Background: an optimization exercise with open tools, aiming at small area, a short achievable clock period and few clock cycles per item. Do not read the settings as production practice. Where RTL was checked, it was by simulation tests only, not by an equivalence proof against the original. Function not checked in run 1: the RTL went through the layout flow alone.

## flow/design.v (module list and top-level ports; edited modules follow where they fit)
// module full_adder: 10 lines
// module ntt_bfly: 906 lines
// module c_inv: 1 lines
// module c_buf: 1 lines
// module c_nand2: 1 lines
// module c_nor2: 1 lines
// module c_and2: 1 lines
// module c_or2: 1 lines
// module c_xor2: 1 lines
// module c_xnor2: 1 lines
// module c_a21o: 1 lines
// module c_o22ai: 1 lines
// module c_a22o: 1 lines
// module c_ha: 1 lines
// module c_nand2b: 1 lines
module ntt_bfly (
    input clk,
    input rst,
    input in_valid,
    input inv,
    input sub,
    input [16:0] a,
    input [16:0] b,
    input [16:0] tf,
    output out_valid,
    output [16:0] p
    );
  // ...
==> flow/flow/run.sh <==
#!/bin/bash
# Own flow: the standard layout (standard.sh: the standard synthesis and
# steps), except:
#  - the cells that buffer_ports puts on the ports: buf_2 on each output
#    (hook before global placement), buf_1 on each input.  Every port still
#    gets a buffer of its own.
#  - clock tree synthesis without dummy load cells.
set -euo pipefail
here=$(pwd)
printf 'buffer_ports -outputs -buffer_cell sky130_fd_sc_hd__buf_2\n' > "$here/buffer_outputs.tcl"
export PRE_GLOBAL_PLACE_TCL="$here/buffer_outputs.tcl"
export BUFFER_PORTS_ARGS="-inputs -buffer_cell sky130_fd_sc_hd__buf_1"
export CTS_ARGS="-sink_clustering_enable -repair_clock_nets -dont_use_dummy_load -buf_list sky130_fd_sc_hd__clkbuf_8 -sink_clustering_size 24 -sink_clustering_max_diameter 200"
bash standard.sh finish > standard_make.log 2>&1
==> flow/standard.sh <==
#!/bin/bash
# synth_recipe.tcl (not shown) runs the flow's synth.tcl, then flattens the netlist and writes it again
# the make line also repeats each setting of config.mk as NAME=value (left out here)
make -C /OpenROAD-flow-scripts/flow DESIGN_CONFIG=/design/flow/config.mk WORK_HOME=/design/flow/orfs CLKGATE_MAP_FILE= SYNTH_SCRIPT=/design/flow/synth_recipe.tcl "${@:-finish}"
==> flow/config.mk <==
export PLATFORM = sky130hd
export DESIGN_NAME = ntt_bfly
export DESIGN_NICKNAME = ntt_bfly
export VERILOG_FILES = /design/flow/design.v
export SDC_FILE = /design/flow/constraint.sdc
export NUM_CORES = 4
export LEC_CHECK = 0
export CAP_MARGIN = 20
export CORE_MARGIN = 2
export CORE_UTILIZATION = 40
export GPL_TIMING_DRIVEN = 0
export SLEW_MARGIN = 20
export SYNTH_HIERARCHICAL = 1
==> flow/constraint.sdc <==
create_clock -name core_clock -period 42.0 [get_ports {clk}]
set_input_delay 8.4000 -clock core_clock [delete_from_list [all_inputs] [get_ports {clk}]]
set_output_delay 8.4000 -clock core_clock [all_outputs]
set_load 0.01 [all_outputs]
==> results.sh, run 1 <==
export IMPL_synth_compound_area_frac=0.129
export IMPL_insertedDiodeCount=0
export IMPL_regArea_sq_um=1440
export IMPL_num_vias=7330
export IMPL_synth_area_leaders="fa_1 (32%), dfxtp_1 (16%), xor2_1 (15%), o22ai_1 (11%), xnor2_1 (7.7%)"
export IMPL_setup_viol=0
export IMPL_crit_start="p_q[0]"
export IMPL_final_instance_count_excl_fill=1296
export IMPL_crit_chain="buf_2"
export IMPL_cp_max_fo=1
export IMPL_inv_count=29
export IMPL_ys_flop_type="dfxtp_1"
export IMPL_final_common_cell="o22ai_1"
export IMPL_seq_share=0.144
export IMPL_postPlaceCellArea_sq_um=9880
export IMPL_finalHoldViolations=0
export IMPL_post_cts_buffers=0
export IMPL_placed_cells=1287
export IMPL_largest_class="multi-input gates"
export IMPL_path_depth=1
export IMPL_fmax_mhz=108
export IMPL_postSynthAreaPerCell_sq_um=9.91
export IMPL_clk_latency_ns=0.39
export IMPL_synth_fa_ha_area_frac=0.362
export IMPL_drt_met1_wl_mm=11.3
export IMPL_worst_slew_pin_slew_ns=1.28
export IMPL_drt_iter0_markers=753
export IMPL_place_gp_congestion=0.959
export IMPL_min_to="v1"
export IMPL_met3WireLength_mm=3.45
export IMPL_synth_distinct_cells=16
export IMPL_min_from="v0"
export IMPL_status="no timing/DRC/antenna violations"
export IMPL_clockBufferCount=9
export IMPL_syn_area_sq_um=9200
export IMPL_vias_per_cell=5.66
export IMPL_ios=74
export IMPL_yosysSeqAreaShare=0.157
==> inputs of run 2 (changes only) <==
==> flow/design.v (replaced) <==
`timescale 1ns / 1ps
module full_adder(
    input a,
    input b,
    input cin,
    output s,
    output cout
    );
    assign s = a ^ b ^ cin;
    assign cout = (a & b) | (a & cin) | (b & cin);
endmodule
`timescale 1ns / 1ps
module ntt_bfly (
    input clk,
    input rst,
    input in_valid,
    input inv,
    input sub,
    input [16:0] a,
    input [16:0] b,
    input [16:0] tf,
    output out_valid,
    output [16:0] p
    );
    reg v0, v1;
    reg inv_q, sub_q;
    reg [16:0] a_q, b_q, tf_q, p_q;
    wire [16:0] p_d;
    always @(posedge clk) begin
        if (rst) begin
            v0 <= 1'b0;
            v1 <= 1'b0;
        end else begin
            v0 <= in_valid;
            v1 <= v0;
        end
        inv_q <= inv;
        sub_q <= sub;
        a_q <= a;
        b_q <= b;
        tf_q <= tf;
        p_q <= p_d;
    end
    wire m00 = ~inv_q & ~sub_q;
    wire m01 = ~inv_q & sub_q;
    wire m10 = inv_q & ~sub_q;
    wire m11 = inv_q & sub_q;
    wire [17:0] bt = b_q[16] ? 18'h3ffff : {2'b00, b_q[15:0]};
    wire [17:0] at = a_q[16] ? 18'h3ffff : {2'b00, a_q[15:0]};
    wire [17:0] bs = ~m01 ? bt : 18'd0;
    wire [17:0] ax = (~m00 ? at : 18'd0) ^ {18{m11}};
    wire [17:0] y;
    wire flip = ~m10 & (tf_q[16] | (tf_q[15:0] == 16'h8000));
    wire [15:0] M = m10 ? 16'h8001 : (tf_q[15:0] | {15'd0, flip});
    wire [14:0] Mdec = M[14:0] - 15'd1;
    wire [15:0] D = M[15] ? {Mdec, 1'b1} : {M[14:0], 1'b0};
    wire NG = m01 ^ flip;
    wire [15:0] cl = ({16{m00}} & a_q[15:0]) | ({16{m01}} & b_q[15:0]);
    wire c16 = (m00 & a_q[16]) | (m01 & b_q[16]);
    wire [15:0] cx = cl | {16{c16}};
    wire [18:0] ye = {y, 1'b0};
    assign y[0] = yp0_1 ^ m11;
    assign y[1] = yp0_2 ^ yag1;
    assign y[2] = yp0_3 ^ yag10;
    assign y[3] = yp0_4 ^ yag11;
    assign y[4] = yp0_5 ^ yag19;
    assign y[5] = yp0_6 ^ yag20;
    assign y[6] = yp0_7 ^ yag21;
    assign y[7] = yp0_8 ^ yag22;
    assign y[8] = yp0_9 ^ yag27;
    assign y[9] = yp0_10 ^ yag28;
    assign y[10] = yp0_11 ^ yag29;
    assign y[11] = yp0_12 ^ yag30;
    assign y[12] = yp0_13 ^ yag31;
    assign y[13] = yp0_14 ^ yag32;
    assign y[14] = yp0_15 ^ yag33;
    assign y[15] = yp0_16 ^ yag34;
    assign y[16] = yp0_17 ^ yag35;
    assign y[17] = yp0_18 ^ yag36;
    wire one0 = ye[1] ^ ye[0];
    wire two0 = ye[2] ? (~ye[1] & ~ye[0]) : (ye[1] & ye[0]);
    wire neg0 = ye[2] ^ NG;
    wire one1 = ye[3] ^ ye[2];
    wire two1 = ye[4] ? (~ye[3] & ~ye[2]) : (ye[3] & ye[2]);
    wire neg1 = ye[4] ^ NG;
    wire one2 = ye[5] ^ ye[4];
    wire two2 = ye[6] ? (~ye[5] & ~ye[4]) : (ye[5] & ye[4]);
    wire neg2 = ye[6] ^ NG;
    wire one3 = ye[7] ^ ye[6];
    wire two3 = ye[8] ? (~ye[7] & ~ye[6]) : (ye[7] & ye[6]);
    wire neg3 = ye[8] ^ NG;
    wire one4 = ye[9] ^ ye[8];
    wire two4 = ye[10] ? (~ye[9] & ~ye[8]) : (ye[9] & ye[8]);
    wire neg4 = ye[10] ^ NG;
    wire one5 = ye[11] ^ ye[10];
    wire two5 = ye[12] ? (~ye[11] & ~ye[10]) : (ye[11] & ye[10]);
    wire neg5 = ye[12] ^ NG;
    wire one6 = ye[13] ^ ye[12];
    wire two6 = ye[14] ? (~ye[13] & ~ye[12]) : (ye[13] & ye[12]);
    wire neg6 = ye[14] ^ NG;
    wire one7 = ye[15] ^ ye[14];
    wire two7 = ye[16] ? (~ye[15] & ~ye[14]) : (ye[15] & ye[14]);
    wire neg7 = ye[16] ^ NG;
    wire one8 = ye[17] ^ ye[16];
    wire two8 = ye[18] ? (~ye[17] & ~ye[16]) : (ye[17] & ye[16]);
    wire neg8 = ye[18] ^ NG ^ 1'b1;
    wire yg0_1 = bs[0] & ax[0];
    wire yg0_2 = bs[1] & ax[1];
    wire yg0_3 = bs[2] & ax[2];
    wire yg0_4 = bs[3] & ax[3];
    wire yg0_5 = bs[4] & ax[4];
    wire yg0_6 = bs[5] & ax[5];
    wire yg0_7 = bs[6] & ax[6];
    wire yg0_8 = bs[7] & ax[7];
    wire yg0_9 = bs[8] & ax[8];
    wire yg0_10 = bs[9] & ax[9];
    wire yg0_11 = bs[10] & ax[10];
    wire yg0_12 = bs[11] & ax[11];
    wire yg0_13 = bs[12] & ax[12];
    wire yg0_14 = bs[13] & ax[13];
    wire yg0_15 = bs[14] & ax[14];
    wire yg0_16 = bs[15] & ax[15];
    wire yg0_17 = bs[16] & ax[16];
    wire yg0_18 = bs[17] & ax[17];
    wire yp0_1 = bs[0] ^ ax[0];
    wire yp0_2 = bs[1] ^ ax[1];
    wire yp0_3 = bs[2] ^ ax[2];
    wire yp0_4 = bs[3] ^ ax[3];
    wire yp0_5 = bs[4] ^ ax[4];
    wire yp0_6 = bs[5] ^ ax[5];
    wire yp0_7 = bs[6] ^ ax[6];
    wire yp0_8 = bs[7] ^ ax[7];
    wire yp0_9 = bs[8] ^ ax[8];
    wire yp0_10 = bs[9] ^ ax[9];
    wire yp0_11 = bs[10] ^ ax[10];
    wire yp0_12 = bs[11] ^ ax[11];
    wire yp0_13 = bs[12] ^ ax[12];
    wire yp0_14 = bs[13] ^ ax[13];
    wire yp0_15 = bs[14] ^ ax[14];
    wire yp0_16 = bs[15] ^ ax[15];
    wire yp0_17 = bs[16] ^ ax[16];
    wire yp0_18 = bs[17] ^ ax[17];
    wire yag1 = yg0_1 | (yp0_1 & m11);
    wire yag2 = yg0_3 | (yp0_3 & yg0_2);
    wire yap1 = yp0_3 & yp0_2;
    wire yag3 = yg0_5 | (yp0_5 & yg0_4);
    wire yap2 = yp0_5 & yp0_4;
    wire yag4 = yg0_7 | (yp0_7 & yg0_6);
    wire yap3 = yp0_7 & yp0_6;
    wire yag5 = yg0_9 | (yp0_9 & yg0_8);
    wire yap4 = yp0_9 & yp0_8;
    wire yag6 = yg0_11 | (yp0_11 & yg0_10);
    wire yap5 = yp0_11 & yp0_10;
    wire yag7 = yg0_13 | (yp0_13 & yg0_12);
    wire yap6 = yp0_13 & yp0_12;
    wire yag8 = yg0_15 | (yp0_15 & yg0_14);
    wire yap7 = yp0_15 & yp0_14;
    wire yag9 = yg0_17 | (yp0_17 & yg0_16);
    wire yap8 = yp0_17 & yp0_16;
    wire yag10 = yg0_2 | (yp0_2 & yag1);
    wire yag11 = yag2 | (yap1 & yag1);
    wire yag12 = yg0_6 | (yp0_6 & yag3);
    wire yap9 = yp0_6 & yap2;
    wire yag13 = yag4 | (yap3 & yag3);
    wire yap10 = yap3 & yap2;
    wire yag14 = yg0_10 | (yp0_10 & yag5);
    wire yap11 = yp0_10 & yap4;
    wire yag15 = yag6 | (yap5 & yag5);
    wire yap12 = yap5 & yap4;
    wire yag16 = yg0_14 | (yp0_14 & yag7);
    wire yap13 = yp0_14 & yap6;
    wire yag17 = yag8 | (yap7 & yag7);
    wire yap14 = yap7 & yap6;
    wire yag18 = yg0_18 | (yp0_18 & yag9);
    wire yap15 = yp0_18 & yap8;
    wire yag19 = yg0_4 | (yp0_4 & yag11);
    wire yag20 = yag3 | (yap2 & yag11);
    wire yag21 = yag12 | (yap9 & yag11);
    wire yag22 = yag13 | (yap10 & yag11);
    wire yag23 = yg0_12 | (yp0_12 & yag15);
    wire yap16 = yp0_12 & yap12;
    wire yag24 = yag7 | (yap6 & yag15);
    wire yap17 = yap6 & yap12;
    wire yag25 = yag16 | (yap13 & yag15);
    wire yap18 = yap13 & yap12;
    wire yag26 = yag17 | (yap14 & yag15);
    wire yap19 = yap14 & yap12;
    wire yag27 = yg0_8 | (yp0_8 & yag22);
    wire yag28 = yag5 | (yap4 & yag22);
    wire yag29 = yag14 | (yap11 & yag22);
    wire yag30 = yag15 | (yap12 & yag22);
    wire yag31 = yag23 | (yap16 & yag22);
    wire yag32 = yag24 | (yap17 & yag22);
    wire yag33 = yag25 | (yap18 & yag22);
    wire yag34 = yag26 | (yap19 & yag22);
    wire yag35 = yg0_16 | (yp0_16 & yag34);
    wire yag36 = yag9 | (yap8 & yag34);
    wire yag37 = yag18 | (yap15 & yag34);
    wire pp1;
    bsel sel_pp1(.one(one0), .two(two0), .neg(neg0), .m(M[0]), .d(D[0]), .pp(pp1));
    wire pp2;
    bsel sel_pp2(.one(one0), .two(two0), .neg(neg0), .m(M[1]), .d(D[1]), .pp(pp2));
    wire pp3;
    bsel sel_pp3(.one(one0), .two(two0), .neg(neg0), .m(M[2]), .d(D[2]), .pp(pp3));
    wire pp4;
    bsel sel_pp4(.one(one0), .two(two0), .neg(neg0), .m(M[3]), .d(D[3]), .pp(pp4));
    wire pp5;
    bsel sel_pp5(.one(one0), .two(two0), .neg(neg0), .m(M[4]), .d(D[4]), .pp(pp5));
    wire pp6;
    bsel sel_pp6(.one(one0), .two(two0), .neg(neg0), .m(M[5]), .d(D[5]), .pp(pp6));
    wire pp7;
    bsel sel_pp7(.one(one0), .two(two0), .neg(neg0), .m(M[6]), .d(D[6]), .pp(pp7));
    wire pp8;
    bsel sel_pp8(.one(one0), .two(two0), .neg(neg0), .m(M[7]), .d(D[7]), .pp(pp8));
    wire pp9;
    bsel sel_pp9(.one(one0), .two(two0), .neg(neg0), .m(M[8]), .d(D[8]), .pp(pp9));
    wire pp10;
    bsel sel_pp10(.one(one0), .two(two0), .neg(neg0), .m(M[9]), .d(D[9]), .pp(pp10));
    wire pp11;
    bsel sel_pp11(.one(one0), .two(two0), .neg(neg0), .m(M[10]), .d(D[10]), .pp(pp11));
    wire pp12;
    bsel sel_pp12(.one(one0), .two(two0), .neg(neg0), .m(M[11]), .d(D[11]), .pp(pp12));
    wire pp13;
    bsel sel_pp13(.one(one0), .two(two0), .neg(neg0), .m(M[12]), .d(D[12]), .pp(pp13));
    wire pp14;
    bsel sel_pp14(.one(one0), .two(two0), .neg(neg0), .m(M[13]), .d(D[13]), .pp(pp14));
    wire pp15;
    bsel sel_pp15(.one(one0), .two(two0), .neg(neg0), .m(M[14]), .d(D[14]), .pp(pp15));
    wire pp16;
    bsel sel_pp16(.one(one0), .two(two0), .neg(neg0), .m(M[15]), .d(D[15]), .pp(pp16));
    wire pp17;
    bseln sel_pp17(.one(one1), .two(two1), .neg(neg1), .m(M[14]), .d(D[14]), .pp(pp17));
    wire pp18;
    bseln sel_pp18(.one(one1), .two(two1), .neg(neg1), .m(M[15]), .d(D[15]), .pp(pp18));
    wire pp19;
    bsel sel_pp19(.one(one1), .two(two1), .neg(neg1), .m(M[0]), .d(D[0]), .pp(pp19));
    wire pp20;
    bsel sel_pp20(.one(one1), .two(two1), .neg(neg1), .m(M[1]), .d(D[1]), .pp(pp20));
    wire pp21;
    bsel sel_pp21(.one(one1), .two(two1), .neg(neg1), .m(M[2]), .d(D[2]), .pp(pp21));
    wire pp22;
    bsel sel_pp22(.one(one1), .two(two1), .neg(neg1), .m(M[3]), .d(D[3]), .pp(pp22));
    wire pp23;
    bsel sel_pp23(.one(one1), .two(two1), .neg(neg1), .m(M[4]), .d(D[4]), .pp(pp23));
    wire pp24;
    bsel sel_pp24(.one(one1), .two(two1), .neg(neg1), .m(M[5]), .d(D[5]), .pp(pp24));
    wire pp25;
    bsel sel_pp25(.one(one1), .two(two1), .neg(neg1), .m(M[6]), .d(D[6]), .pp(pp25));
    wire pp26;
    bsel sel_pp26(.one(one1), .two(two1), .neg(neg1), .m(M[7]), .d(D[7]), .pp(pp26));
    wire pp27;
    bsel sel_pp27(.one(one1), .two(two1), .neg(neg1), .m(M[8]), .d(D[8]), .pp(pp27));
    wire pp28;
    bsel sel_pp28(.one(one1), .two(two1), .neg(neg1), .m(M[9]), .d(D[9]), .pp(pp28));
    wire pp29;
    bsel sel_pp29(.one(one1), .two(two1), .neg(neg1), .m(M[10]), .d(D[10]), .pp(pp29));
    wire pp30;
    bsel sel_pp30(.one(one1), .two(two1), .neg(neg1), .m(M[11]), .d(D[11]), .pp(pp30));
    wire pp31;
    bsel sel_pp31(.one(one1), .two(two1), .neg(neg1), .m(M[12]), .d(D[12]), .pp(pp31));
    wire pp32;
    bsel sel_pp32(.one(one1), .two(two1), .neg(neg1), .m(M[13]), .d(D[13]), .pp(pp32));
    wire pp33;
    bseln sel_pp33(.one(one2), .two(two2), .neg(neg2), .m(M[12]), .d(D[12]), .pp(pp33));
    wire pp34;
    bseln sel_pp34(.one(one2), .two(two2), .neg(neg2), .m(M[13]), .d(D[13]), .pp(pp34));
    wire pp35;
    bseln sel_pp35(.one(one2), .two(two2), .neg(neg2), .m(M[14]), .d(D[14]), .pp(pp35));
    wire pp36;
    bseln sel_pp36(.one(one2), .two(two2), .neg(neg2), .m(M[15]), .d(D[15]), .pp(pp36));
    wire pp37;
    bsel sel_pp37(.one(one2), .two(two2), .neg(neg2), .m(M[0]), .d(D[0]), .pp(pp37));
    wire pp38;
    bsel sel_pp38(.one(one2), .two(two2), .neg(neg2), .m(M[1]), .d(D[1]), .pp(pp38));
    wire pp39;
    bsel sel_pp39(.one(one2), .two(two2), .neg(neg2), .m(M[2]), .d(D[2]), .pp(pp39));
    wire pp40;
    bsel sel_pp40(.one(one2), .two(two2), .neg(neg2), .m(M[3]), .d(D[3]), .pp(pp40));
    wire pp41;
    bsel sel_pp41(.one(one2), .two(two2), .neg(neg2), .m(M[4]), .d(D[4]), .pp(pp41));
    wire pp42;
    bsel sel_pp42(.one(one2), .two(two2), .neg(neg2), .m(M[5]), .d(D[5]), .pp(pp42));
    wire pp43;
    bsel sel_pp43(.one(one2), .two(two2), .neg(neg2), .m(M[6]), .d(D[6]), .pp(pp43));
    wire pp44;
    bsel sel_pp44(.one(one2), .two(two2), .neg(neg2), .m(M[7]), .d(D[7]), .pp(pp44));
    wire pp45;
    bsel sel_pp45(.one(one2), .two(two2), .neg(neg2), .m(M[8]), .d(D[8]), .pp(pp45));
    wire pp46;
    bsel sel_pp46(.one(one2), .two(two2), .neg(neg2), .m(M[9]), .d(D[9]), .pp(pp46));
    wire pp47;
    bsel sel_pp47(.one(one2), .two(two2), .neg(neg2), .m(M[10]), .d(D[10]), .pp(pp47));
    wire pp48;
    bsel sel_pp48(.one(one2), .two(two2), .neg(neg2), .m(M[11]), .d(D[11]), .pp(pp48));
    wire pp49;
    bseln sel_pp49(.one(one3), .two(two3), .neg(neg3), .m(M[10]), .d(D[10]), .pp(pp49));
    wire pp50;
    bseln sel_pp50(.one(one3), .two(two3), .neg(neg3), .m(M[11]), .d(D[11]), .pp(pp50));
    wire pp51;
    bseln sel_pp51(.one(one3), .two(two3), .neg(neg3), .m(M[12]), .d(D[12]), .pp(pp51));
    wire pp52;
    bseln sel_pp52(.one(one3), .two(two3), .neg(neg3), .m(M[13]), .d(D[13]), .pp(pp52));
    wire pp53;
    bseln sel_pp53(.one(one3), .two(two3), .neg(neg3), .m(M[14]), .d(D[14]), .pp(pp53));
    wire pp54;
    bseln sel_pp54(.one(one3), .two(two3), .neg(neg3), .m(M[15]), .d(D[15]), .pp(pp54));
    wire pp55;
    bsel sel_pp55(.one(one3), .two(two3), .neg(neg3), .m(M[0]), .d(D[0]), .pp(pp55));
    wire pp56;
    bsel sel_pp56(.one(one3), .two(two3), .neg(neg3), .m(M[1]), .d(D[1]), .pp(pp56));
    wire pp57;
    bsel sel_pp57(.one(one3), .two(two3), .neg(neg3), .m(M[2]), .d(D[2]), .pp(pp57));
    wire pp58;
    bsel sel_pp58(.one(one3), .two(two3), .neg(neg3), .m(M[3]), .d(D[3]), .pp(pp58));
    wire pp59;
    bsel sel_pp59(.one(one3), .two(two3), .neg(neg3), .m(M[4]), .d(D[4]), .pp(pp59));
    wire pp60;
    bsel sel_pp60(.one(one3), .two(two3), .neg(neg3), .m(M[5]), .d(D[5]), .pp(pp60));
    wire pp61;
    bsel sel_pp61(.one(one3), .two(two3), .neg(neg3), .m(M[6]), .d(D[6]), .pp(pp61));
    wire pp62;
    bsel sel_pp62(.one(one3), .two(two3), .neg(neg3), .m(M[7]), .d(D[7]), .pp(pp62));
    wire pp63;
    bsel sel_pp63(.one(one3), .two(two3), .neg(neg3), .m(M[8]), .d(D[8]), .pp(pp63));
    wire pp64;
    bsel sel_pp64(.one(one3), .two(two3), .neg(neg3), .m(M[9]), .d(D[9]), .pp(pp64));
    wire pp65;
    bseln sel_pp65(.one(one4), .two(two4), .neg(neg4), .m(M[8]), .d(D[8]), .pp(pp65));
    wire pp66;
    bseln sel_pp66(.one(one4), .two(two4), .neg(neg4), .m(M[9]), .d(D[9]), .pp(pp66));
    wire pp67;
    bseln sel_pp67(.one(one4), .two(two4), .neg(neg4), .m(M[10]), .d(D[10]), .pp(pp67));
    wire pp68;
    bseln sel_pp68(.one(one4), .two(two4), .neg(neg4), .m(M[11]), .d(D[11]), .pp(pp68));
    wire pp69;
    bseln sel_pp69(.one(one4), .two(two4), .neg(neg4), .m(M[12]), .d(D[12]), .pp(pp69));
    wire pp70;
    bseln sel_pp70(.one(one4), .two(two4), .neg(neg4), .m(M[13]), .d(D[13]), .pp(pp70));
    wire pp71;
    bseln sel_pp71(.one(one4), .two(two4), .neg(neg4), .m(M[14]), .d(D[14]), .pp(pp71));
    wire pp72;
    bseln sel_pp72(.one(one4), .two(two4), .neg(neg4), .m(M[15]), .d(D[15]), .pp(pp72));
    wire pp73;
    bsel sel_pp73(.one(one4), .two(two4), .neg(neg4), .m(M[0]), .d(D[0]), .pp(pp73));
    wire pp74;
    bsel sel_pp74(.one(one4), .two(two4), .neg(neg4), .m(M[1]), .d(D[1]), .pp(pp74));
    wire pp75;
    bsel sel_pp75(.one(one4), .two(two4), .neg(neg4), .m(M[2]), .d(D[2]), .pp(pp75));
    wire pp76;
    bsel sel_pp76(.one(one4), .two(two4), .neg(neg4), .m(M[3]), .d(D[3]), .pp(pp76));
    wire pp77;
    bsel sel_pp77(.one(one4), .two(two4), .neg(neg4), .m(M[4]), .d(D[4]), .pp(pp77));
    wire pp78;
    bsel sel_pp78(.one(one4), .two(two4), .neg(neg4), .m(M[5]), .d(D[5]), .pp(pp78));
    wire pp79;
    bsel sel_pp79(.one(one4), .two(two4), .neg(neg4), .m(M[6]), .d(D[6]), .pp(pp79));
    wire pp80;
    bsel sel_pp80(.one(one4), .two(two4), .neg(neg4), .m(M[7]), .d(D[7]), .pp(pp80));
    wire pp81;
    bseln sel_pp81(.one(one5), .two(two5), .neg(neg5), .m(M[6]), .d(D[6]), .pp(pp81));
    wire pp82;
    bseln sel_pp82(.one(one5), .two(two5), .neg(neg5), .m(M[7]), .d(D[7]), .pp(pp82));
    wire pp83;
    bseln sel_pp83(.one(one5), .two(two5), .neg(neg5), .m(M[8]), .d(D[8]), .pp(pp83));
    wire pp84;
    bseln sel_pp84(.one(one5), .two(two5), .neg(neg5), .m(M[9]), .d(D[9]), .pp(pp84));
    wire pp85;
    bseln sel_pp85(.one(one5), .two(two5), .neg(neg5), .m(M[10]), .d(D[10]), .pp(pp85));
    wire pp86;
    bseln sel_pp86(.one(one5), .two(two5), .neg(neg5), .m(M[11]), .d(D[11]), .pp(pp86));
    wire pp87;
    bseln sel_pp87(.one(one5), .two(two5), .neg(neg5), .m(M[12]), .d(D[12]), .pp(pp87));
    wire pp88;
    bseln sel_pp88(.one(one5), .two(two5), .neg(neg5), .m(M[13]), .d(D[13]), .pp(pp88));
    wire pp89;
    bseln sel_pp89(.one(one5), .two(two5), .neg(neg5), .m(M[14]), .d(D[14]), .pp(pp89));
    wire pp90;
    bseln sel_pp90(.one(one5), .two(two5), .neg(neg5), .m(M[15]), .d(D[15]), .pp(pp90));
    wire pp91;
    bsel sel_pp91(.one(one5), .two(two5), .neg(neg5), .m(M[0]), .d(D[0]), .pp(pp91));
    wire pp92;
    bsel sel_pp92(.one(one5), .two(two5), .neg(neg5), .m(M[1]), .d(D[1]), .pp(pp92));
    wire pp93;
    bsel sel_pp93(.one(one5), .two(two5), .neg(neg5), .m(M[2]), .d(D[2]), .pp(pp93));
    wire pp94;
    bsel sel_pp94(.one(one5), .two(two5), .neg(neg5), .m(M[3]), .d(D[3]), .pp(pp94));
    wire pp95;
    bsel sel_pp95(.one(one5), .two(two5), .neg(neg5), .m(M[4]), .d(D[4]), .pp(pp95));
    wire pp96;
    bsel sel_pp96(.one(one5), .two(two5), .neg(neg5), .m(M[5]), .d(D[5]), .pp(pp96));
    wire pp97;
    bseln sel_pp97(.one(one6), .two(two6), .neg(neg6), .m(M[4]), .d(D[4]), .pp(pp97));
    wire pp98;
    bseln sel_pp98(.one(one6), .two(two6), .neg(neg6), .m(M[5]), .d(D[5]), .pp(pp98));
    wire pp99;
    bseln sel_pp99(.one(one6), .two(two6), .neg(neg6), .m(M[6]), .d(D[6]), .pp(pp99));
    wire pp100;
    bseln sel_pp100(.one(one6), .two(two6), .neg(neg6), .m(M[7]), .d(D[7]), .pp(pp100));
    wire pp101;
    bseln sel_pp101(.one(one6), .two(two6), .neg(neg6), .m(M[8]), .d(D[8]), .pp(pp101));
    wire pp102;
    bseln sel_pp102(.one(one6), .two(two6), .neg(neg6), .m(M[9]), .d(D[9]), .pp(pp102));
    wire pp103;
    bseln sel_pp103(.one(one6), .two(two6), .neg(neg6), .m(M[10]), .d(D[10]), .pp(pp103));
    wire pp104;
    bseln sel_pp104(.one(one6), .two(two6), .neg(neg6), .m(M[11]), .d(D[11]), .pp(pp104));
    wire pp105;
    bseln sel_pp105(.one(one6), .two(two6), .neg(neg6), .m(M[12]), .d(D[12]), .pp(pp105));
    wire pp106;
    bseln sel_pp106(.one(one6), .two(two6), .neg(neg6), .m(M[13]), .d(D[13]), .pp(pp106));
    wire pp107;
    bseln sel_pp107(.one(one6), .two(two6), .neg(neg6), .m(M[14]), .d(D[14]), .pp(pp107));
    wire pp108;
    bseln sel_pp108(.one(one6), .two(two6), .neg(neg6), .m(M[15]), .d(D[15]), .pp(pp108));
    wire pp109;
    bsel sel_pp109(.one(one6), .two(two6), .neg(neg6), .m(M[0]), .d(D[0]), .pp(pp109));
    wire pp110;
    bsel sel_pp110(.one(one6), .two(two6), .neg(neg6), .m(M[1]), .d(D[1]), .pp(pp110));
    wire pp111;
    bsel sel_pp111(.one(one6), .two(two6), .neg(neg6), .m(M[2]), .d(D[2]), .pp(pp111));
    wire pp112;
    bsel sel_pp112(.one(one6), .two(two6), .neg(neg6), .m(M[3]), .d(D[3]), .pp(pp112));
    wire pp113;
    bseln sel_pp113(.one(one7), .two(two7), .neg(neg7), .m(M[2]), .d(D[2]), .pp(pp113));
    wire pp114;
    bseln sel_pp114(.one(one7), .two(two7), .neg(neg7), .m(M[3]), .d(D[3]), .pp(pp114));
    wire pp115;
    bseln sel_pp115(.one(one7), .two(two7), .neg(neg7), .m(M[4]), .d(D[4]), .pp(pp115));
    wire pp116;
    bseln sel_pp116(.one(one7), .two(two7), .neg(neg7), .m(M[5]), .d(D[5]), .pp(pp116));
    wire pp117;
    bseln sel_pp117(.one(one7), .two(two7), .neg(neg7), .m(M[6]), .d(D[6]), .pp(pp117));
    wire pp118;
    bseln sel_pp118(.one(one7), .two(two7), .neg(neg7), .m(M[7]), .d(D[7]), .pp(pp118));
    wire pp119;
    bseln sel_pp119(.one(one7), .two(two7), .neg(neg7), .m(M[8]), .d(D[8]), .pp(pp119));
    wire pp120;
    bseln sel_pp120(.one(one7), .two(two7), .neg(neg7), .m(M[9]), .d(D[9]), .pp(pp120));
    wire pp121;
    bseln sel_pp121(.one(one7), .two(two7), .neg(neg7), .m(M[10]), .d(D[10]), .pp(pp121));
    wire pp122;
    bseln sel_pp122(.one(one7), .two(two7), .neg(neg7), .m(M[11]), .d(D[11]), .pp(pp122));
    wire pp123;
    bseln sel_pp123(.one(one7), .two(two7), .neg(neg7), .m(M[12]), .d(D[12]), .pp(pp123));
    wire pp124;
    bseln sel_pp124(.one(one7), .two(two7), .neg(neg7), .m(M[13]), .d(D[13]), .pp(pp124));
    wire pp125;
    bseln sel_pp125(.one(one7), .two(two7), .neg(neg7), .m(M[14]), .d(D[14]), .pp(pp125));
    wire pp126;
    bseln sel_pp126(.one(one7), .two(two7), .neg(neg7), .m(M[15]), .d(D[15]), .pp(pp126));
    wire pp127;
    bsel sel_pp127(.one(one7), .two(two7), .neg(neg7), .m(M[0]), .d(D[0]), .pp(pp127));
    wire pp128;
    bsel sel_pp128(.one(one7), .two(two7), .neg(neg7), .m(M[1]), .d(D[1]), .pp(pp128));
    wire pp129;
    bsel sel_pp129(.one(one8), .two(two8), .neg(neg8), .m(M[0]), .d(D[0]), .pp(pp129));
    wire pp130;
    bsel sel_pp130(.one(one8), .two(two8), .neg(neg8), .m(M[1]), .d(D[1]), .pp(pp130));
    wire pp131;
    bsel sel_pp131(.one(one8), .two(two8), .neg(neg8), .m(M[2]), .d(D[2]), .pp(pp131));
    wire pp132;
    bsel sel_pp132(.one(one8), .two(two8), .neg(neg8), .m(M[3]), .d(D[3]), .pp(pp132));
    wire pp133;
    bsel sel_pp133(.one(one8), .two(two8), .neg(neg8), .m(M[4]), .d(D[4]), .pp(pp133));
    wire pp134;
    bsel sel_pp134(.one(one8), .two(two8), .neg(neg8), .m(M[5]), .d(D[5]), .pp(pp134));
    wire pp135;
    bsel sel_pp135(.one(one8), .two(two8), .neg(neg8), .m(M[6]), .d(D[6]), .pp(pp135));
    wire pp136;
    bsel sel_pp136(.one(one8), .two(two8), .neg(neg8), .m(M[7]), .d(D[7]), .pp(pp136));
    wire pp137;
    bsel sel_pp137(.one(one8), .two(two8), .neg(neg8), .m(M[8]), .d(D[8]), .pp(pp137));
    wire pp138;
    bsel sel_pp138(.one(one8), .two(two8), .neg(neg8), .m(M[9]), .d(D[9]), .pp(pp138));
    wire pp139;
    bsel sel_pp139(.one(one8), .two(two8), .neg(neg8), .m(M[10]), .d(D[10]), .pp(pp139));
    wire pp140;
    bsel sel_pp140(.one(one8), .two(two8), .neg(neg8), .m(M[11]), .d(D[11]), .pp(pp140));
    wire pp141;
    bsel sel_pp141(.one(one8), .two(two8), .neg(neg8), .m(M[12]), .d(D[12]), .pp(pp141));
    wire pp142;
    bsel sel_pp142(.one(one8), .two(two8), .neg(neg8), .m(M[13]), .d(D[13]), .pp(pp142));
    wire pp143;
    bsel sel_pp143(.one(one8), .two(two8), .neg(neg8), .m(M[14]), .d(D[14]), .pp(pp143));
    wire pp144;
    bsel sel_pp144(.one(one8), .two(two8), .neg(neg8), .m(M[15]), .d(D[15]), .pp(pp144));
    wire ts1 = ~(cx[0] ^ c16);
    wire tc1 = cx[0] | c16;
    wire ts2, tc2;
    full_adder fa_ts2(.a(cx[1]), .b(tc1), .cin(neg0), .s(ts2), .cout(tc2));
    wire ts3 = ~(cx[3] ^ neg1);
    wire tc3 = cx[3] | neg1;
    wire ts4 = ~(cx[5] ^ neg2);
    wire tc4 = cx[5] | neg2;
    wire ts5 = ~(cx[7] ^ neg3);
    wire tc5 = cx[7] | neg3;
    wire ts6 = ~(cx[9] ^ neg4);
    wire tc6 = cx[9] | neg4;
    wire ts7 = ~(cx[11] ^ neg5);
    wire tc7 = cx[11] | neg5;
    wire ts8 = ~(cx[13] ^ neg6);
    wire tc8 = cx[13] | neg6;
    wire ts9 = ~(cx[15] ^ neg7);
    wire tc9 = cx[15] | neg7;
    wire ts10, tc10;
    full_adder fa_ts10(.a(ts1), .b(pp1), .cin(pp17), .s(ts10), .cout(tc10));
    wire ts11, tc11;
    full_adder fa_ts11(.a(pp33), .b(pp49), .cin(pp65), .s(ts11), .cout(tc11));
    wire ts12, tc12;
    full_adder fa_ts12(.a(pp81), .b(pp97), .cin(pp113), .s(ts12), .cout(tc12));
    wire ts13, tc13;
    full_adder fa_ts13(.a(neg8), .b(pp2), .cin(pp18), .s(ts13), .cout(tc13));
    wire ts14, tc14;
    full_adder fa_ts14(.a(pp34), .b(pp50), .cin(pp66), .s(ts14), .cout(tc14));
    wire ts15, tc15;
    full_adder fa_ts15(.a(pp82), .b(pp98), .cin(pp114), .s(ts15), .cout(tc15));
    wire ts16, tc16;
    full_adder fa_ts16(.a(cx[2]), .b(pp3), .cin(pp19), .s(ts16), .cout(tc16));
    wire ts17, tc17;
    full_adder fa_ts17(.a(pp35), .b(pp51), .cin(pp67), .s(ts17), .cout(tc17));
    wire ts18, tc18;
    full_adder fa_ts18(.a(pp83), .b(pp99), .cin(pp115), .s(ts18), .cout(tc18));
    wire ts19, tc19;
    full_adder fa_ts19(.a(pp4), .b(pp20), .cin(pp36), .s(ts19), .cout(tc19));
    wire ts20, tc20;
    full_adder fa_ts20(.a(pp52), .b(pp68), .cin(pp84), .s(ts20), .cout(tc20));
    wire ts21, tc21;
    full_adder fa_ts21(.a(pp100), .b(pp116), .cin(pp132), .s(ts21), .cout(tc21));
    wire ts22, tc22;
    full_adder fa_ts22(.a(cx[4]), .b(pp5), .cin(pp21), .s(ts22), .cout(tc22));
    wire ts23, tc23;
    full_adder fa_ts23(.a(pp37), .b(pp53), .cin(pp69), .s(ts23), .cout(tc23));
    wire ts24, tc24;
    full_adder fa_ts24(.a(pp85), .b(pp101), .cin(pp117), .s(ts24), .cout(tc24));
    wire ts25, tc25;
    full_adder fa_ts25(.a(pp6), .b(pp22), .cin(pp38), .s(ts25), .cout(tc25));
    wire ts26, tc26;
    full_adder fa_ts26(.a(pp54), .b(pp70), .cin(pp86), .s(ts26), .cout(tc26));
    wire ts27, tc27;
    full_adder fa_ts27(.a(pp102), .b(pp118), .cin(pp134), .s(ts27), .cout(tc27));
    wire ts28, tc28;
    full_adder fa_ts28(.a(cx[6]), .b(pp7), .cin(pp23), .s(ts28), .cout(tc28));
    wire ts29, tc29;
    full_adder fa_ts29(.a(pp39), .b(pp55), .cin(pp71), .s(ts29), .cout(tc29));
    wire ts30, tc30;
    full_adder fa_ts30(.a(pp87), .b(pp103), .cin(pp119), .s(ts30), .cout(tc30));
    wire ts31, tc31;
    full_adder fa_ts31(.a(pp8), .b(pp24), .cin(pp40), .s(ts31), .cout(tc31));
    wire ts32, tc32;
    full_adder fa_ts32(.a(pp56), .b(pp72), .cin(pp88), .s(ts32), .cout(tc32));
    wire ts33, tc33;
    full_adder fa_ts33(.a(pp104), .b(pp120), .cin(pp136), .s(ts33), .cout(tc33));
    wire ts34, tc34;
    full_adder fa_ts34(.a(cx[8]), .b(pp9), .cin(pp25), .s(ts34), .cout(tc34));
    wire ts35, tc35;
    full_adder fa_ts35(.a(pp41), .b(pp57), .cin(pp73), .s(ts35), .cout(tc35));
    wire ts36, tc36;
    full_adder fa_ts36(.a(pp89), .b(pp105), .cin(pp121), .s(ts36), .cout(tc36));
    wire ts37, tc37;
    full_adder fa_ts37(.a(pp10), .b(pp26), .cin(pp42), .s(ts37), .cout(tc37));
    wire ts38, tc38;
    full_adder fa_ts38(.a(pp58), .b(pp74), .cin(pp90), .s(ts38), .cout(tc38));
    wire ts39, tc39;
    full_adder fa_ts39(.a(pp106), .b(pp122), .cin(pp138), .s(ts39), .cout(tc39));
    wire ts40, tc40;
    full_adder fa_ts40(.a(cx[10]), .b(pp11), .cin(pp27), .s(ts40), .cout(tc40));
    wire ts41, tc41;
    full_adder fa_ts41(.a(pp43), .b(pp59), .cin(pp75), .s(ts41), .cout(tc41));
    wire ts42, tc42;
    full_adder fa_ts42(.a(pp91), .b(pp107), .cin(pp123), .s(ts42), .cout(tc42));
    wire ts43, tc43;
    full_adder fa_ts43(.a(pp12), .b(pp28), .cin(pp44), .s(ts43), .cout(tc43));
    wire ts44, tc44;
    full_adder fa_ts44(.a(pp60), .b(pp76), .cin(pp92), .s(ts44), .cout(tc44));
    wire ts45, tc45;
    full_adder fa_ts45(.a(pp108), .b(pp124), .cin(pp140), .s(ts45), .cout(tc45));
    wire ts46, tc46;
    full_adder fa_ts46(.a(cx[12]), .b(pp13), .cin(pp29), .s(ts46), .cout(tc46));
    wire ts47, tc47;
    full_adder fa_ts47(.a(pp45), .b(pp61), .cin(pp77), .s(ts47), .cout(tc47));
    wire ts48, tc48;
    full_adder fa_ts48(.a(pp93), .b(pp109), .cin(pp125), .s(ts48), .cout(tc48));
    wire ts49, tc49;
    full_adder fa_ts49(.a(pp14), .b(pp30), .cin(pp46), .s(ts49), .cout(tc49));
    wire ts50, tc50;
    full_adder fa_ts50(.a(pp62), .b(pp78), .cin(pp94), .s(ts50), .cout(tc50));
    wire ts51, tc51;
    full_adder fa_ts51(.a(pp110), .b(pp126), .cin(pp142), .s(ts51), .cout(tc51));
    wire ts52, tc52;
    full_adder fa_ts52(.a(cx[14]), .b(pp15), .cin(pp31), .s(ts52), .cout(tc52));
    wire ts53, tc53;
    full_adder fa_ts53(.a(pp47), .b(pp63), .cin(pp79), .s(ts53), .cout(tc53));
    wire ts54, tc54;
    full_adder fa_ts54(.a(pp95), .b(pp111), .cin(pp127), .s(ts54), .cout(tc54));
    wire ts55, tc55;
    full_adder fa_ts55(.a(pp16), .b(pp32), .cin(pp48), .s(ts55), .cout(tc55));
    wire ts56, tc56;
    full_adder fa_ts56(.a(pp64), .b(pp80), .cin(pp96), .s(ts56), .cout(tc56));
    wire ts57, tc57;
    full_adder fa_ts57(.a(pp112), .b(pp128), .cin(pp144), .s(ts57), .cout(tc57));
    wire ts58, tc58;
    full_adder fa_ts58(.a(pp129), .b(~tc9), .cin(~tc55), .s(ts58), .cout(tc58));
    wire ts59, tc59;
    full_adder fa_ts59(.a(pp130), .b(ts2), .cin(tc10), .s(ts59), .cout(tc59));
    wire ts60, tc60;
    full_adder fa_ts60(.a(pp131), .b(tc2), .cin(tc13), .s(ts60), .cout(tc60));
    wire ts61, tc61;
    full_adder fa_ts61(.a(ts3), .b(tc16), .cin(tc17), .s(ts61), .cout(tc61));
    wire ts62, tc62;
    full_adder fa_ts62(.a(pp133), .b(tc3), .cin(tc19), .s(ts62), .cout(tc62));
    wire ts63, tc63;
    full_adder fa_ts63(.a(ts4), .b(tc22), .cin(tc23), .s(ts63), .cout(tc63));
    wire ts64, tc64;
    full_adder fa_ts64(.a(pp135), .b(tc4), .cin(tc25), .s(ts64), .cout(tc64));
    wire ts65, tc65;
    full_adder fa_ts65(.a(ts5), .b(tc28), .cin(tc29), .s(ts65), .cout(tc65));
    wire ts66, tc66;
    full_adder fa_ts66(.a(pp137), .b(tc5), .cin(tc31), .s(ts66), .cout(tc66));
    wire ts67, tc67;
    full_adder fa_ts67(.a(ts6), .b(tc34), .cin(tc35), .s(ts67), .cout(tc67));
    wire ts68, tc68;
    full_adder fa_ts68(.a(pp139), .b(tc6), .cin(tc37), .s(ts68), .cout(tc68));
    wire ts69, tc69;
    full_adder fa_ts69(.a(ts7), .b(tc40), .cin(tc41), .s(ts69), .cout(tc69));
    wire ts70, tc70;
    full_adder fa_ts70(.a(pp141), .b(tc7), .cin(tc43), .s(ts70), .cout(tc70));
    wire ts71, tc71;
    full_adder fa_ts71(.a(ts8), .b(tc46), .cin(tc47), .s(ts71), .cout(tc71));
    wire ts72, tc72;
    full_adder fa_ts72(.a(pp143), .b(tc8), .cin(tc49), .s(ts72), .cout(tc72));
    wire ts73, tc73;
    full_adder fa_ts73(.a(ts9), .b(tc52), .cin(tc53), .s(ts73), .cout(tc73));
    wire ts74, tc74;
    full_adder fa_ts74(.a(~tc56), .b(~tc57), .cin(ts10), .s(ts74), .cout(tc74));
    wire ts75, tc75;
    full_adder fa_ts75(.a(tc11), .b(tc12), .cin(ts13), .s(ts75), .cout(tc75));
    wire ts76, tc76;
    full_adder fa_ts76(.a(tc14), .b(tc15), .cin(ts16), .s(ts76), .cout(tc76));
    wire ts77, tc77;
    full_adder fa_ts77(.a(tc18), .b(ts19), .cin(ts20), .s(ts77), .cout(tc77));
    wire ts78, tc78;
    full_adder fa_ts78(.a(tc20), .b(tc21), .cin(ts22), .s(ts78), .cout(tc78));
    wire ts79, tc79;
    full_adder fa_ts79(.a(tc24), .b(ts25), .cin(ts26), .s(ts79), .cout(tc79));
    wire ts80, tc80;
    full_adder fa_ts80(.a(tc26), .b(tc27), .cin(ts28), .s(ts80), .cout(tc80));
    wire ts81, tc81;
    full_adder fa_ts81(.a(tc30), .b(ts31), .cin(ts32), .s(ts81), .cout(tc81));
    wire ts82, tc82;
    full_adder fa_ts82(.a(tc32), .b(tc33), .cin(ts34), .s(ts82), .cout(tc82));
    wire ts83, tc83;
    full_adder fa_ts83(.a(tc36), .b(ts37), .cin(ts38), .s(ts83), .cout(tc83));
    wire ts84, tc84;
    full_adder fa_ts84(.a(tc38), .b(tc39), .cin(ts40), .s(ts84), .cout(tc84));
    wire ts85, tc85;
    full_adder fa_ts85(.a(tc42), .b(ts43), .cin(ts44), .s(ts85), .cout(tc85));
    wire ts86, tc86;
    full_adder fa_ts86(.a(tc44), .b(tc45), .cin(ts46), .s(ts86), .cout(tc86));
    wire ts87, tc87;
    full_adder fa_ts87(.a(tc48), .b(ts49), .cin(ts50), .s(ts87), .cout(tc87));
    wire ts88, tc88;
    full_adder fa_ts88(.a(tc50), .b(tc51), .cin(ts52), .s(ts88), .cout(tc88));
    wire ts89, tc89;
    full_adder fa_ts89(.a(tc54), .b(ts55), .cin(ts56), .s(ts89), .cout(tc89));
    wire ts90, tc90;
    full_adder fa_ts90(.a(ts11), .b(ts12), .cin(~tc73), .s(ts90), .cout(tc90));
    wire ts91, tc91;
    full_adder fa_ts91(.a(ts14), .b(ts15), .cin(tc58), .s(ts91), .cout(tc91));
    wire ts92, tc92;
    full_adder fa_ts92(.a(ts17), .b(ts18), .cin(tc59), .s(ts92), .cout(tc92));
    wire ts93, tc93;
    full_adder fa_ts93(.a(ts23), .b(ts24), .cin(tc61), .s(ts93), .cout(tc93));
    wire ts94, tc94;
    full_adder fa_ts94(.a(ts29), .b(ts30), .cin(tc63), .s(ts94), .cout(tc94));
    wire ts95, tc95;
    full_adder fa_ts95(.a(ts35), .b(ts36), .cin(tc65), .s(ts95), .cout(tc95));
    wire ts96, tc96;
    full_adder fa_ts96(.a(ts41), .b(ts42), .cin(tc67), .s(ts96), .cout(tc96));
    wire ts97, tc97;
    full_adder fa_ts97(.a(ts47), .b(ts48), .cin(tc69), .s(ts97), .cout(tc97));
    wire ts98, tc98;
    full_adder fa_ts98(.a(ts53), .b(ts54), .cin(tc71), .s(ts98), .cout(tc98));
    wire ts99, tc99;
    full_adder fa_ts99(.a(ts21), .b(tc60), .cin(ts61), .s(ts99), .cout(tc99));
    wire ts100, tc100;
    full_adder fa_ts100(.a(ts27), .b(tc62), .cin(ts63), .s(ts100), .cout(tc100));
    wire ts101, tc101;
    full_adder fa_ts101(.a(ts33), .b(tc64), .cin(ts65), .s(ts101), .cout(tc101));
    wire ts102, tc102;
    full_adder fa_ts102(.a(ts39), .b(tc66), .cin(ts67), .s(ts102), .cout(tc102));
    wire ts103, tc103;
    full_adder fa_ts103(.a(ts45), .b(tc68), .cin(ts69), .s(ts103), .cout(tc103));
    wire ts104, tc104;
    full_adder fa_ts104(.a(ts51), .b(tc70), .cin(ts71), .s(ts104), .cout(tc104));
    wire ts105, tc105;
    full_adder fa_ts105(.a(ts57), .b(tc72), .cin(ts73), .s(ts105), .cout(tc105));
    wire ts106, tc106;
    full_adder fa_ts106(.a(ts58), .b(~tc89), .cin(ts74), .s(ts106), .cout(tc106));
    wire ts107, tc107;
    full_adder fa_ts107(.a(ts59), .b(tc74), .cin(ts75), .s(ts107), .cout(tc107));
    wire ts108, tc108;
    full_adder fa_ts108(.a(ts60), .b(tc75), .cin(ts76), .s(ts108), .cout(tc108));
    wire ts109, tc109;
    full_adder fa_ts109(.a(ts62), .b(tc77), .cin(ts78), .s(ts109), .cout(tc109));
    wire ts110, tc110;
    full_adder fa_ts110(.a(ts64), .b(tc79), .cin(ts80), .s(ts110), .cout(tc110));
    wire ts111, tc111;
    full_adder fa_ts111(.a(ts66), .b(tc81), .cin(ts82), .s(ts111), .cout(tc111));
    wire ts112, tc112;
    full_adder fa_ts112(.a(ts68), .b(tc83), .cin(ts84), .s(ts112), .cout(tc112));
    wire ts113, tc113;
    full_adder fa_ts113(.a(ts70), .b(tc85), .cin(ts86), .s(ts113), .cout(tc113));
    wire ts114, tc114;
    full_adder fa_ts114(.a(ts72), .b(tc87), .cin(ts88), .s(ts114), .cout(tc114));
    wire ts115, tc115;
    full_adder fa_ts115(.a(tc76), .b(ts77), .cin(tc92), .s(ts115), .cout(tc115));
    wire ts116, tc116;
    full_adder fa_ts116(.a(tc78), .b(ts79), .cin(tc93), .s(ts116), .cout(tc116));
    wire ts117, tc117;
    full_adder fa_ts117(.a(tc80), .b(ts81), .cin(tc94), .s(ts117), .cout(tc117));
    wire ts118, tc118;
    full_adder fa_ts118(.a(tc82), .b(ts83), .cin(tc95), .s(ts118), .cout(tc118));
    wire ts119, tc119;
    full_adder fa_ts119(.a(tc84), .b(ts85), .cin(tc96), .s(ts119), .cout(tc119));
    wire ts120, tc120;
    full_adder fa_ts120(.a(tc86), .b(ts87), .cin(tc97), .s(ts120), .cout(tc120));
    wire ts121, tc121;
    full_adder fa_ts121(.a(tc88), .b(ts89), .cin(tc98), .s(ts121), .cout(tc121));
    wire ts122, tc122;
    full_adder fa_ts122(.a(tc90), .b(ts91), .cin(tc106), .s(ts122), .cout(tc122));
    wire ts123, tc123;
    full_adder fa_ts123(.a(tc91), .b(ts92), .cin(tc107), .s(ts123), .cout(tc123));
    wire ts124, tc124;
    full_adder fa_ts124(.a(ts90), .b(~tc105), .cin(ts106), .s(ts124), .cout(tc124));
    wire ts125, tc125;
    full_adder fa_ts125(.a(ts93), .b(tc99), .cin(ts109), .s(ts125), .cout(tc125));
    wire ts126, tc126;
    full_adder fa_ts126(.a(ts94), .b(tc100), .cin(ts110), .s(ts126), .cout(tc126));
    wire ts127, tc127;
    full_adder fa_ts127(.a(ts95), .b(tc101), .cin(ts111), .s(ts127), .cout(tc127));
    wire ts128, tc128;
    full_adder fa_ts128(.a(ts96), .b(tc102), .cin(ts112), .s(ts128), .cout(tc128));
    wire ts129, tc129;
    full_adder fa_ts129(.a(ts97), .b(tc103), .cin(ts113), .s(ts129), .cout(tc129));
    wire ts130, tc130;
    full_adder fa_ts130(.a(ts98), .b(tc104), .cin(ts114), .s(ts130), .cout(tc130));
    wire ts131, tc131;
    full_adder fa_ts131(.a(ts99), .b(tc108), .cin(ts115), .s(ts131), .cout(tc131));
    wire ts132, tc132;
    full_adder fa_ts132(.a(ts100), .b(tc109), .cin(ts116), .s(ts132), .cout(tc132));
    wire ts133, tc133;
    full_adder fa_ts133(.a(ts101), .b(tc110), .cin(ts117), .s(ts133), .cout(tc133));
    wire ts134, tc134;
    full_adder fa_ts134(.a(ts102), .b(tc111), .cin(ts118), .s(ts134), .cout(tc134));
    wire ts135, tc135;
    full_adder fa_ts135(.a(ts103), .b(tc112), .cin(ts119), .s(ts135), .cout(tc135));
    wire ts136, tc136;
    full_adder fa_ts136(.a(ts104), .b(tc113), .cin(ts120), .s(ts136), .cout(tc136));
    wire ts137, tc137;
    full_adder fa_ts137(.a(ts105), .b(tc114), .cin(ts121), .s(ts137), .cout(tc137));
    wire ts138, tc138;
    full_adder fa_ts138(.a(ts107), .b(ts122), .cin(tc124), .s(ts138), .cout(tc138));
    wire ts139, tc139;
    full_adder fa_ts139(.a(ts108), .b(tc122), .cin(ts123), .s(ts139), .cout(tc139));
    wire ts140, tc140;
    full_adder fa_ts140(.a(~tc121), .b(ts124), .cin(~tc137), .s(ts140), .cout(tc140));
    wire ts141, tc141;
    full_adder fa_ts141(.a(tc115), .b(ts125), .cin(tc131), .s(ts141), .cout(tc141));
    wire ts142, tc142;
    full_adder fa_ts142(.a(tc116), .b(ts126), .cin(tc132), .s(ts142), .cout(tc142));
    wire ts143, tc143;
    full_adder fa_ts143(.a(tc117), .b(ts127), .cin(tc133), .s(ts143), .cout(tc143));
    wire ts144, tc144;
    full_adder fa_ts144(.a(tc118), .b(ts128), .cin(tc134), .s(ts144), .cout(tc144));
    wire ts145, tc145;
    full_adder fa_ts145(.a(tc119), .b(ts129), .cin(tc135), .s(ts145), .cout(tc145));
    wire ts146, tc146;
    full_adder fa_ts146(.a(tc120), .b(ts130), .cin(tc136), .s(ts146), .cout(tc146));
    wire ts147, tc147;
    full_adder fa_ts147(.a(tc123), .b(ts131), .cin(tc139), .s(ts147), .cout(tc147));
    wire ts148, tc148;
    full_adder fa_ts148(.a(tc125), .b(ts132), .cin(tc141), .s(ts148), .cout(tc148));
    wire ts149, tc149;
    full_adder fa_ts149(.a(tc126), .b(ts133), .cin(tc142), .s(ts149), .cout(tc149));
    wire ts150, tc150;
    full_adder fa_ts150(.a(tc127), .b(ts134), .cin(tc143), .s(ts150), .cout(tc150));
    wire ts151, tc151;
    full_adder fa_ts151(.a(tc128), .b(ts135), .cin(tc144), .s(ts151), .cout(tc151));
    wire ts152, tc152;
    full_adder fa_ts152(.a(tc129), .b(ts136), .cin(tc145), .s(ts152), .cout(tc152));
    wire ts153, tc153;
    full_adder fa_ts153(.a(tc130), .b(ts137), .cin(tc146), .s(ts153), .cout(tc153));
    wire fg0_1 = ts140 & ~tc153;
    wire fg0_2 = ts138 & tc140;
    wire fg0_3 = tc138 & ts139;
    wire fg0_4 = ts147 & 1'b0;
    wire fg0_5 = ts141 & tc147;
    wire fg0_6 = ts148 & 1'b0;
    wire fg0_7 = ts142 & tc148;
    wire fg0_8 = ts149 & 1'b0;
    wire fg0_9 = ts143 & tc149;
    wire fg0_10 = ts150 & 1'b0;
    wire fg0_11 = ts144 & tc150;
    wire fg0_12 = ts151 & 1'b0;
    wire fg0_13 = ts145 & tc151;
    wire fg0_14 = ts152 & 1'b0;
    wire fg0_15 = ts146 & tc152;
    wire fg0_16 = ts153 & 1'b0;
    wire fp0_1 = ts140 ^ ~tc153;
    wire fp0_2 = ts138 ^ tc140;
    wire fp0_3 = tc138 ^ ts139;
    wire fp0_4 = ts147 ^ 1'b0;
    wire fp0_5 = ts141 ^ tc147;
    wire fp0_6 = ts148 ^ 1'b0;
    wire fp0_7 = ts142 ^ tc148;
    wire fp0_8 = ts149 ^ 1'b0;
    wire fp0_9 = ts143 ^ tc149;
    wire fp0_10 = ts150 ^ 1'b0;
    wire fp0_11 = ts144 ^ tc150;
    wire fp0_12 = ts151 ^ 1'b0;
    wire fp0_13 = ts145 ^ tc151;
    wire fp0_14 = ts152 ^ 1'b0;
    wire fp0_15 = ts146 ^ tc152;
    wire fp0_16 = ts153 ^ 1'b0;
    wire fag1 = fg0_2 | (fp0_2 & fg0_1);
    wire fap1 = fp0_2 & fp0_1;
    wire fag2 = fg0_4 | (fp0_4 & fg0_3);
    wire fap2 = fp0_4 & fp0_3;
    wire fag3 = fg0_6 | (fp0_6 & fg0_5);
    wire fap3 = fp0_6 & fp0_5;
    wire fag4 = fg0_8 | (fp0_8 & fg0_7);
    wire fap4 = fp0_8 & fp0_7;
    wire fag5 = fg0_10 | (fp0_10 & fg0_9);
    wire fap5 = fp0_10 & fp0_9;
    wire fag6 = fg0_12 | (fp0_12 & fg0_11);
    wire fap6 = fp0_12 & fp0_11;
    wire fag7 = fg0_14 | (fp0_14 & fg0_13);
    wire fap7 = fp0_14 & fp0_13;
    wire fag8 = fg0_16 | (fp0_16 & fg0_15);
    wire fap8 = fp0_16 & fp0_15;
    wire fag9 = fg0_3 | (fp0_3 & fag1);
    wire fap9 = fp0_3 & fap1;
    wire fag10 = fag2 | (fap2 & fag1);
    wire fap10 = fap2 & fap1;
    wire fag11 = fg0_7 | (fp0_7 & fag3);
    wire fap11 = fp0_7 & fap3;
    wire fag12 = fag4 | (fap4 & fag3);
    wire fap12 = fap4 & fap3;
    wire fag13 = fg0_11 | (fp0_11 & fag5);
    wire fap13 = fp0_11 & fap5;
    wire fag14 = fag6 | (fap6 & fag5);
    wire fap14 = fap6 & fap5;
    wire fag15 = fg0_15 | (fp0_15 & fag7);
    wire fap15 = fp0_15 & fap7;
    wire fag16 = fag8 | (fap8 & fag7);
    wire fap16 = fap8 & fap7;
    wire fag17 = fg0_5 | (fp0_5 & fag10);
    wire fap17 = fp0_5 & fap10;
    wire fag18 = fag3 | (fap3 & fag10);
    wire fap18 = fap3 & fap10;
    wire fag19 = fag11 | (fap11 & fag10);
    wire fap19 = fap11 & fap10;
    wire fag20 = fag12 | (fap12 & fag10);
    wire fap20 = fap12 & fap10;
    wire fag21 = fg0_13 | (fp0_13 & fag14);
    wire fap21 = fp0_13 & fap14;
    wire fag22 = fag7 | (fap7 & fag14);
    wire fap22 = fap7 & fap14;
    wire fag23 = fag15 | (fap15 & fag14);
    wire fap23 = fap15 & fap14;
    wire fag24 = fag16 | (fap16 & fag14);
    wire fap24 = fap16 & fap14;
    wire fag25 = fg0_9 | (fp0_9 & fag20);
    wire fap25 = fp0_9 & fap20;
    wire fag26 = fag5 | (fap5 & fag20);
    wire fap26 = fap5 & fap20;
    wire fag27 = fag13 | (fap13 & fag20);
    wire fap27 = fap13 & fap20;
    wire fag28 = fag14 | (fap14 & fag20);
    wire fap28 = fap14 & fap20;
    wire fag29 = fag21 | (fap21 & fag20);
    wire fap29 = fap21 & fap20;
    wire fag30 = fag22 | (fap22 & fag20);
    wire fap30 = fap22 & fap20;
    wire fag31 = fag23 | (fap23 & fag20);
    wire fap31 = fap23 & fap20;
    wire fag32 = fag24 | (fap24 & fag20);
    wire fap32 = fap24 & fap20;
    wire ncout = ~fag32;
    assign p_d[0] = fp0_1 ^ ncout;
    assign p_d[1] = fp0_2 ^ (fg0_1 | (fp0_1 & ncout));
    assign p_d[2] = fp0_3 ^ (fag1 | (fap1 & ncout));
    assign p_d[3] = fp0_4 ^ (fag9 | (fap9 & ncout));
    assign p_d[4] = fp0_5 ^ (fag10 | (fap10 & ncout));
    assign p_d[5] = fp0_6 ^ (fag17 | (fap17 & ncout));
    assign p_d[6] = fp0_7 ^ (fag18 | (fap18 & ncout));
    assign p_d[7] = fp0_8 ^ (fag19 | (fap19 & ncout));
    assign p_d[8] = fp0_9 ^ (fag20 | (fap20 & ncout));
    assign p_d[9] = fp0_10 ^ (fag25 | (fap25 & ncout));
    assign p_d[10] = fp0_11 ^ (fag26 | (fap26 & ncout));
    assign p_d[11] = fp0_12 ^ (fag27 | (fap27 & ncout));
    assign p_d[12] = fp0_13 ^ (fag28 | (fap28 & ncout));
    assign p_d[13] = fp0_14 ^ (fag29 | (fap29 & ncout));
    assign p_d[14] = fp0_15 ^ (fag30 | (fap30 & ncout));
    assign p_d[15] = fp0_16 ^ (fag31 | (fap31 & ncout));
    assign p_d[16] = ncout & fap32;
    wire [15:0] S = {ts153, ts146, ts152, ts145, ts151, ts144, ts150, ts143, ts149, ts142, ts148, ts141, ts147, tc138, ts138, ts140};
    wire [15:0] C = {1'b0, tc152, 1'b0, tc151, 1'b0, tc150, 1'b0, tc149, 1'b0, tc148, 1'b0, tc147, 1'b0, ts139, tc140, ~tc153};
    assign out_valid = v1;
    assign p = p_q;
endmodule
module bsel(input one, input two, input neg, input m, input d, output pp);
    assign pp = ((one & m) | (two & d)) ^ neg;
endmodule
module bseln(input one, input two, input neg, input m, input d, output pp);
    assign pp = ~((one & m) | (two & d)) ^ neg;
endmodule
==> flow/run.sh (new file) <==
#!/bin/bash
# synth_recipe.tcl (not shown) runs the flow's synth.tcl, then flattens the netlist and writes it again
# the make line also repeats each setting of config.mk as NAME=value (left out here)
make -C /OpenROAD-flow-scripts/flow DESIGN_CONFIG=/design/flow/config.mk WORK_HOME=/design/flow/orfs CLKGATE_MAP_FILE= SYNTH_SCRIPT=/design/flow/synth_recipe.tcl finish
==> flow/config.mk (replaced) <==
export PLATFORM = sky130hd
export DESIGN_NAME = ntt_bfly
export DESIGN_NICKNAME = ntt_bfly
export VERILOG_FILES = /design/flow/design.v
export SDC_FILE = /design/flow/constraint.sdc
export NUM_CORES = 4
export LEC_CHECK = 0
export CAP_MARGIN = 20
export CORE_MARGIN = 2
export CORE_UTILIZATION = 40
export SLEW_MARGIN = 20
export SYNTH_HIERARCHICAL = 1
removed: flow/flow/run.sh
removed: flow/standard.sh
==> run 2 against run 1 <==
- still clean
- critical path depth is 30 higher
- die area is 16% higher
- utilization is 1.8 points higher
- sequential share of layout area is 2.7 points lower
- cell count is 11% higher
- clock skew is 0.022 ns lower
- hold slack worse by 0.021 ns
- maximum frequency is 12% lower
- first-iteration DRC count is 7.6% lower
- clock-buffer cell count is 1 higher
- worst setup slack worse by 1.2 ns
- synthesized area is 17% higher
- largest cell class unchanged
==> results.sh, run 2 <==
export IMPL_worst_r2r_path_depth=31
export IMPL_grt_pass1_vias=8215
export IMPL_insertedDiodeCount=0
export IMPL_drt_iter0_markers=696
export IMPL_antenna_left=0
export IMPL_synth_area_leaders="fa_1 (28%), a22oi_2 (17%), dfxtp_1 (13%), xnor2_1 (9.4%), ha_1 (5.8%)"
export IMPL_wirelength_mm=32.5
export IMPL_rsz0062_at_grt="no"
export IMPL_cp_max_fo=56
export IMPL_slew_viol_final=0
export IMPL_status="no timing/DRC/antenna violations"
export IMPL_grt_pass1_wl_mm=49.9
export IMPL_postSynthAreaPerCell_sq_um=10.6
export IMPL_antenna_found_initial=0
export IMPL_num_vias=8271
export IMPL_min_from="v0"
export IMPL_final_common_cell="fa_1"
export IMPL_r2r_start="sub_q"
export IMPL_hp_class="flip-flop to flip-flop"
export IMPL_ios=74
export IMPL_synth_most_common_cell="fa_1"
export IMPL_synth_largest_area_cell="fa_1"
export IMPL_clockBufferDepth=2
export IMPL_cts_clk_slew_worst_paths_ns=0.07
export IMPL_setup_viol=0
export IMPL_vias_per_cell=5.72
export IMPL_top_layer_used="met4"
export IMPL_synth_top_area_frac=0.279
export IMPL_drt_first_pass_iters=5
export IMPL_ys_flop_type="dfxtp_1"
export IMPL_finalHoldViolations=0
export IMPL_die_h_um=168
export IMPL_syn_area_sq_um=10800
export IMPL_cts_hold_buf=0
export IMPL_min_to="v1"
export IMPL_layout_common_cells="fa_1 (150), a22oi_2 (144), xnor2_1 (109)"
export IMPL_fin_area_sq_um=12300
export IMPL_postPlaceCellArea_sq_um=12000
export IMPL_post_cts_buffers=0
export IMPL_met3WireLength_mm=2.38
export IMPL_place_gp_congestion=0.970
export IMPL_numPortBuffers=73
export IMPL_hold_depth=1
export IMPL_fin_crit_sh=0.248
export IMPL_worst_slew_pin_slew_ns=1.05
export IMPL_r2r_end="p_q[14]"
export IMPL_relSlewSlack=0.301
export IMPL_drc=0
export IMPL_layout_nets=1355
export IMPL_clk_latency_ns=0.36
export IMPL_coreArea_sq_um=26700
export IMPL_ys_seq_elements=72
export IMPL_rrSetupSlack_ns=31.56
export IMPL_drt_met1_wl_mm=14.5
export IMPL_yosysSeqAreaShare=0.134
export IMPL_startpoint_type="flip-flop"
export IMPL_fmax_mhz=95.8
export IMPL_route_met2_wl_mm=14.7
export IMPL_grt_max_degree=57
export IMPL_crit_type="flip-flop to flip-flop"
export IMPL_period_minus_slack_ns=10.44
export IMPL_whs_ns=0.433
export IMPL_cts_tree="done"
export IMPL_wl_per_cell_um=22.5
export IMPL_ys_warn_count=7
export IMPL_synth_distinct_cells=55
export IMPL_skew_ns=0.0114
export IMPL_end_kind="flip-flop"
## run 2: how the worst max path moves through the flow
stage,depth (start not counted),slack [ns],start,to
finish,31,31.56,sub_q,p_q[14]
global route,31,30.97,sub_q,p_q[14]
CTS,31,31.30,sub_q,p_q[14]
detailed placement,31,31.34,sub_q,p_q[14]
global placement,31,31.67,sub_q,p_q[14]
floorplan,33,32.56,sub_q,p_q[14]
## run 2: stage by stage
stage / setup slack, ns / std cells
floorplan: 32.56 / 1017
global placement: 31.67 / 1429
detailed placement: 31.34 / 1429
CTS: 31.30 / 1445
global route: 30.97 / 1445
finish: 31.56 / 1445
## run 2: worst max-delay path: cells and delay by family, from the launching register on
| family | cells | cell delay (ns) |
|---|---|---|
| adders and majority gates | 10 | 4.28 |
| AOI/OAI and AO/OA | 9 | 2.30 |
| and+or+nand+nor | 8 | 2.07 |
| DFF | 1 | 0.95 |
| buffers and inverters | 2 | 0.35 |
| xor gates and xnor gates | 2 | 0.34 |
## run 2: per-module statistics from Yosys (local to each module, per instance)
| module | cell area [sq um] | cells | copies in the design | flops+latches |
|---|---|---|---|---|
| bsel | 21.3 | 2 | 88 | 0 |
| bseln | 21.3 | 2 | 56 | 0 |
| full_adder | 20.0 | 1 | 145 | 0 |
| ntt_bfly | 4790 | 584 | 1 | 72 |
## run 2: cell families after synthesis
| family | after synthesis | share of synthesized area |
|---|---|---|
| compound gates | 257 | 0.232 |
| xor+xnor | 189 | 0.157 |
| fa+ha+maj | 200 | 0.337 |
| buf+inv | 89 | 0.0326 |
| flops | 72 | 0.134 |
| mux | 18 | 0.0178 |
| simple gates | 192 | 0.0886 |
## run 2: layout make-up
cell class                 instances  area, sq um
fill                            2545        14300
clock buffer                      10          229
inverter                          63          236
tap                              341          427
multi-input combinational        856         9020
timing repair buffer              97          911
sequential                        72         1440
clock inverter                     6         50.0
## run 2: layer usage
| layer | GRT usage | up-vias |
|---|---|---|
| met3 | 0.0407 | 63 |
| met5 | 0 | - |
| li1 | - | 3722 |
| met4 | 0.0662 | 0 |
| met2 | 0.371 | 366 |
| met1 | 0.328 | 4120 |
Testbench counts of run 2, summed over its fixed seeds: cycles 24,008, items 24,000.

-- static timing again, ports no longer ideal --
The results above use ideal ports. As a check the final layouts listed here were re-extracted and re-timed, cells and wires unchanged.
Step 1: set_driving_cell puts a clkbuf_16 on clk and a buf_2 on each other input, an assumption about the parent block.
Step 2, shift: input delay + t, output delay - t, t = (earliest + latest rising clock arrival at the registers) / 2. This alone moves slack from input paths to output paths.
a / b / c = no drivers / after step 1 / after step 2; a / b = the first two.
run	t, ns	slack for setup (ns)	slew at the worst register clock pin (ns)	cell pins on the clock port's net
run 1	0.411	32.766 / 32.723 / 32.872	0.10 / 0.10	1
run 2	0.399	31.563 / 31.563 / 31.563	0.07 / 0.07	1
After both steps setup and hold are still met in every run listed.
